This is an optimization exercise on Yosys and OpenROAD, whose aim is small area, a short achievable clock period and few clock cycles, not a production implementation.
At most, simulation tests tie the RTL to the original design; equivalence was not proved.
Power is estimated from default activity; no workload was simulated.

Setup of run 1:
==> flow/design.v (excerpt) <==
module booth_mul64(op_done, result, clk, reset_n, multiplier, multiplicand, op_start, op_clear);
==> flow/config.mk <==
export PLATFORM = sky130hd
export DESIGN_NAME = booth_mul64
export DESIGN_NICKNAME = booth_mul64
export VERILOG_FILES = /design/flow/design.v
export SDC_FILE = /design/flow/constraint.sdc
export NUM_CORES = 4
export LEC_CHECK = 0
export CAP_MARGIN = 5
export CORE_MARGIN = 2
export CORE_UTILIZATION = 60
export SLEW_MARGIN = 5
export SYNTH_HIERARCHICAL = 1
export SYNTH_MINIMUM_KEEP_SIZE = 0
==> flow/constraint.sdc <==
create_clock -name core_clock -period 10.0 [get_ports {clk}]
set_input_delay 2.0000 -clock core_clock [delete_from_list [all_inputs] [get_ports {clk}]]
set_output_delay 2.0000 -clock core_clock [all_outputs]
set_load 0.01 [all_outputs]
standard.sh (not shown) runs the stock make flow with config.mk's settings and CLKGATE_MAP_FILE= SYNTH_SCRIPT=/design/flow/synth_recipe.tcl, a recipe that flattens the netlist after the stock synthesis.
==> flow/flow/run.sh <==
#!/bin/bash
# Standard ORFS layout (the standard.sh) with two changes:
#  - ports are buffered with buf_1 instead of the flow's default choice;
#  - repair_timing aims for a setup slack margin of 6.3 ns.
set -euo pipefail
export BUFFER_PORTS_ARGS="-buffer_cell sky130_fd_sc_hd__buf_1"
export SETUP_SLACK_MARGIN=6.3
bash standard.sh > standard_make.log 2>&1
No stage failed in run 1, and the final checks on the layout all came back clean.
Testbench counts of run 1, summed over its fixed seeds: cycles 4,600.
Here is what was changed in the inputs of run 2 compared with run 1.
- swapping 5 for 20 in CAP_MARGIN
- putting ABC_AREA at 1 where nothing was set
- swapping 5 for 20 in SLEW_MARGIN
--- a/flow/flow/run.sh
+++ b/flow/flow/run.sh
@@ -4 +4 @@
-#  - repair_timing aims for a setup slack margin of 6.3 ns.
+#  - repair_timing aims for a setup slack margin of 6.15 ns.
@@ -7 +7 @@
-export SETUP_SLACK_MARGIN=6.3
+export SETUP_SLACK_MARGIN=6.15
==> run summary <==
- Count of TritonRoute iterations in the first routing pass: run 2 > run 1
- STATUS power: run 2 wins against run 1
- Diff run 1 -> run 2 | met3 routing resource usage after global routing | increase of 1.3 points
- Against run 1, run 2 reports a clock buffer count in the final layout that is higher.
Setup changes, run 2 to run 3
- CORE_UTILIZATION now 50, was 60
- ABC_AREA no longer set, was 1
--- a/flow/flow/run.sh
+++ b/flow/flow/run.sh
@@ -4 +4 @@
-#  - repair_timing aims for a setup slack margin of 6.15 ns.
+#  - repair_timing aims for a setup slack margin of 6.3 ns.
@@ -7 +7 @@
-export SETUP_SLACK_MARGIN=6.15
+export SETUP_SLACK_MARGIN=6.3
==> comparison <==
In the reports for run 3 and run 2, the larger met2 track utilization from global routing belongs to run 2.
Register share of the cell area for run 3: 1.9 points up relative to run 2
Delta (run 3 minus run 2): starting density of the core down 9.6 points; placement-stage worst setup slack fell by 46 ps.
Run 2 was larger in final cell area than run 3.
Summary — number of cell rows, run 3 relative to run 2: higher, by about 5.3%.
Beginning of the critical path = ngh[3]: run 2; beginning of the critical path = one[0]: run 3
A library cell contributing the largest single delay on the critical path of dfxtp_2 is what run 2 shows, while fa_1 belongs to run 3.
Of run 3 and run 2, run 3 shows the lower count of plain and timing-repair buffers, with run 2 above it.
In summary, run 3 completed successfully, with a layout that passed the timing, DRC and antenna checks.
On post-detailed-routing wire length, run 2 loses to run 3.
On run 3: register share of total power is 0.8 points higher than what run 2 gave.
In the tables for run 3 and run 2, final hold slack reads lower with run 3.
Run 3 gives less time the final worst path needs with I/O delays and setup than run 2 did.
Inputs modified between run 3 and run 4:
- CORE_UTILIZATION now 60, was 50
- CTS_BUF_LIST now sky130_fd_sc_hd__clkbuf_4 sky130_fd_sc_hd__clkbuf_8, previously not set
==> run summary <==
- Diff run 3 -> run 4 | overall die width | down by a little under 10%
- Compared with run 3, run 4 shows a higher final wirelength.
- For run 3, the critical-path cell with the highest stage delay was fa_1, unlike run 4, where it was a31oi_1.
- On run 4: maximum vdd ir drop is 0.0050 mV higher than what run 3 gave.
- The minimum clock period reported for run 4 is smaller than that of run 3 by 88 ps.
- Summary of run 4 over run 3: sequential share of layout area has increased, first-pass GRT wire length moved down, clock-cell share of area went down, number of global-route vias before repair fell 57, instance area at placement fell by 0.61%.
- Fraction of the cycle the final worst path needs: run 4 < run 3
- Run 3 -> run 4: number of enable flip-flop cells after synthesis delta 0, exact match
For run 5, these inputs were changed with respect to run 4:
- CTS_BUF_LIST removed (was sky130_fd_sc_hd__clkbuf_4 sky130_fd_sc_hd__clkbuf_8)
--- a/flow/flow/run.sh
+++ b/flow/flow/run.sh
@@ -4 +4 @@
-#  - repair_timing aims for a setup slack margin of 6.3 ns.
+#  - repair_timing aims for a setup slack margin of 6.45 ns.
@@ -7 +7 @@
-export SETUP_SLACK_MARGIN=6.3
+export SETUP_SLACK_MARGIN=6.45
--- outcome ---
- Run 5 finished every step from synthesis to the final layout, and the layout passed the timing, DRC and antenna checks.
- The first-iteration DRC count in run 4 is 0.909 times that in run 5.
- Endpoint required time on the critical path across run 5 and run 4: no real change.
- On run 5: worst setup slack is 32 ps higher than what run 4 gave.
- Fraction of layout instances using a drive strength above 1 | run 5 above run 4
- In the reports for run 5 and run 4, the smaller fraction of area in registers belongs to run 5.
- Diff run 4 -> run 5: clock share of power lost 0.4 points; area fraction of clock buffers and clock inverters lost 0.31 points.
--- input diff run 5..run 6 ---
- CTS_BUF_LIST newly set to sky130_fd_sc_hd__clkbuf_4 sky130_fd_sc_hd__clkbuf_8
- CTS_CLUSTER_SIZE newly set to 40
--- a/flow/flow/run.sh
+++ b/flow/flow/run.sh
@@ -4 +4 @@
-#  - repair_timing aims for a setup slack margin of 6.45 ns.
+#  - repair_timing aims for a setup slack margin of 6.3 ns.
@@ -7 +7 @@
-export SETUP_SLACK_MARGIN=6.45
+export SETUP_SLACK_MARGIN=6.3
[summary]
Timing, DRC, antenna: 0 failures across run 6 and run 5. The maximum number of pins on one net before global-route repair of run 6 exceeds that of run 5 by 16. Run 6 vs. run 5: hold slack ~0 delta; slew at the pin closest to its max-slew limit dropped 38 ps. Relative to run 5, final period utilization increased by 0.32 points in run 6. Design area improves in run 6 relative to run 5. On run 6: wire length of the first global-routing pass is about 3.3% lower than what run 5 gave. For run 5, the end of the critical path was acc[1], unlike run 6, where it was acc[53]. Run 6 vs run 5, wire length went down by about 3.4%.

* * *

booth_mul64, a different RTL version from the one above (not shown whole).
For scale: about 260 flip-flops, ~260 I/O pins.
## booth_mul64
module booth_mul64(op_done, result, clk, reset_n, multiplier, multiplicand, op_start, op_clear);
clock: 10.0 ns
lec_check: 0
cap_margin: 20
core_margin: 2
core_utilization: 60
slew_margin: 20
synth_hierarchical: 1
synth_minimum_keep_size: 0
==> flow/flow/run.sh <==
#!/bin/bash
# Standard ORFS layout (the standard.sh) with two changes:
#  - ports are buffered with buf_1 instead of the flow's default choice;
#  - repair_timing aims for a setup slack margin of 5.8 ns.
set -euo pipefail
export BUFFER_PORTS_ARGS="-buffer_cell sky130_fd_sc_hd__buf_1"
export SETUP_SLACK_MARGIN=5.8
bash standard.sh > standard_make.log 2>&1
The starting point ran to the end with no violations.
Rerun with:
==> flow/flow/run.sh (replaced) <==
#!/bin/bash
# Standard ORFS layout (the standard.sh) with two changes:
#  - ports are buffered with buf_1 instead of the flow's default choice;
#  - repair_timing aims for a setup slack margin of 6.3 ns.
set -euo pipefail
export BUFFER_PORTS_ARGS="-buffer_cell sky130_fd_sc_hd__buf_1"
export SETUP_SLACK_MARGIN=6.3
bash standard.sh > standard_make.log 2>&1
=>
- clock skew went down by 0.013 ns
- die area does not change
- fmax is higher by roughly a tenth
- clock power is lower by about a fifth
No functional check of the RTL was part of any run of this note.

* * *

rev 12:
booth_mul64 with an RTL version that a note above also has.
For scale: roughly 2200 cells after synthesis, ~260 flip-flops, ~260 I/O pins, roughly 24000 um2 of cells after synthesis.
==> flow/config.mk <==
export PLATFORM = sky130hd
export DESIGN_NAME = booth_mul64
export DESIGN_NICKNAME = booth_mul64
export VERILOG_FILES = /design/flow/design.v
export SDC_FILE = /design/flow/constraint.sdc
export NUM_CORES = 4
export LEC_CHECK = 0
export CAP_MARGIN = 20
export CORE_MARGIN = 2
export CORE_UTILIZATION = 60
export GPL_TIMING_DRIVEN = 1
export SLEW_MARGIN = 20
export SYNTH_HIERARCHICAL = 1
export SYNTH_MINIMUM_KEEP_SIZE = 0
==> flow/constraint.sdc <==
create_clock -name core_clock -period 10.0 [get_ports {clk}]
set_input_delay 2.0000 -clock core_clock [delete_from_list [all_inputs] [get_ports {clk}]]
set_output_delay 2.0000 -clock core_clock [all_outputs]
set_load 0.01 [all_outputs]
==> flow/flow/run.sh <==
#!/bin/bash
# Standard ORFS layout (the standard.sh) with two changes:
#  - ports are buffered with buf_1 instead of the flow's default choice;
#  - repair_timing aims for a setup slack margin of 6.3 ns.
set -euo pipefail
export BUFFER_PORTS_ARGS="-buffer_cell sky130_fd_sc_hd__buf_1"
export SETUP_SLACK_MARGIN=6.3
bash standard.sh > standard_make.log 2>&1
Testbench counts of rev 12, summed over its fixed seeds: cycles 4,600.
## Diff of input files: rev 13 against rev 12
Settings: clearing GPL_TIMING_DRIVEN, which used to be 1; putting ABC_AREA at 1 where nothing was set.
Notes after the runs:
- Number of global-route vias before repair (rev 13 over rev 12): increase, 4519
- Power after layout in rev 13 vs rev 12: down about 2.2%
- Rev 13 vs. rev 12: distinct cell type count after synthesis shows a reduction of 40%; power drawn by the clock network up about 9%; cell area after layout climbed 2600 um2.
- Re worst hold slack: rev 12 was lower than rev 13.

what the ideal ports hide:
In the flow no input, the clock included, has a driving cell. The finished layouts below were timed again as built, in two steps.
Step 1 sets driving cells, clkbuf_16 on the clock port and buf_2 on the other inputs (assumed; they add their load-dependent delay and slew).
Step 2 adds t to the input delays and takes it off the output delays; t is the mean of the earliest and latest rising clock arrival at the registers after step 1. Input paths then give back, and output paths get back, about the clock's delay inside the block.
Slacks: no drivers / after step 1 / after step 2; pairs: no drivers / after step 1.
run | t, ns | setup slack, ns | worst hold slack (ns) | worst register clock-pin slew, ns | cell pins on the clock port's net
run 1 | 0.644 | 6.309 / 6.309 / 6.309 | 0.434 / 0.434 / 0.434 | 0.07 / 0.07 | 1
run 2 | 0.651 | 6.245 / 6.245 / 6.245 | 0.460 / 0.460 / 0.460 | 0.07 / 0.07 | 1
run 3 | 0.611 | 6.294 / 6.294 / 6.294 | 0.447 / 0.447 / 0.447 | 0.06 / 0.06 | 1
run 4 | 0.693 | 6.383 / 6.383 / 6.383 | 0.438 / 0.438 / 0.438 | 0.07 / 0.07 | 1
run 5 | 0.641 | 6.415 / 6.415 / 6.415 | 0.439 / 0.439 / 0.439 | 0.07 / 0.07 | 1
run 6 | 0.693 | 6.383 / 6.383 / 6.383 | 0.438 / 0.438 / 0.438 | 0.07 / 0.07 | 1
the first run of note 2 | 0.653 | 5.920 / 5.920 / 5.920 | 0.426 / 0.426 / 0.426 | 0.07 / 0.07 | 1
the second run of note 2 | 0.657 | 6.339 / 6.339 / 6.339 | 0.417 / 0.417 / 0.417 | 0.07 / 0.07 | 1
rev 12 | 0.635 | 6.384 / 6.384 / 6.384 | 0.437 / 0.437 / 0.437 | 0.07 / 0.07 | 1
rev 13 | 0.662 | 6.356 / 6.356 / 6.356 | 0.461 / 0.461 / 0.461 | 0.07 / 0.07 | 1
After both steps every run listed still meets setup and hold.
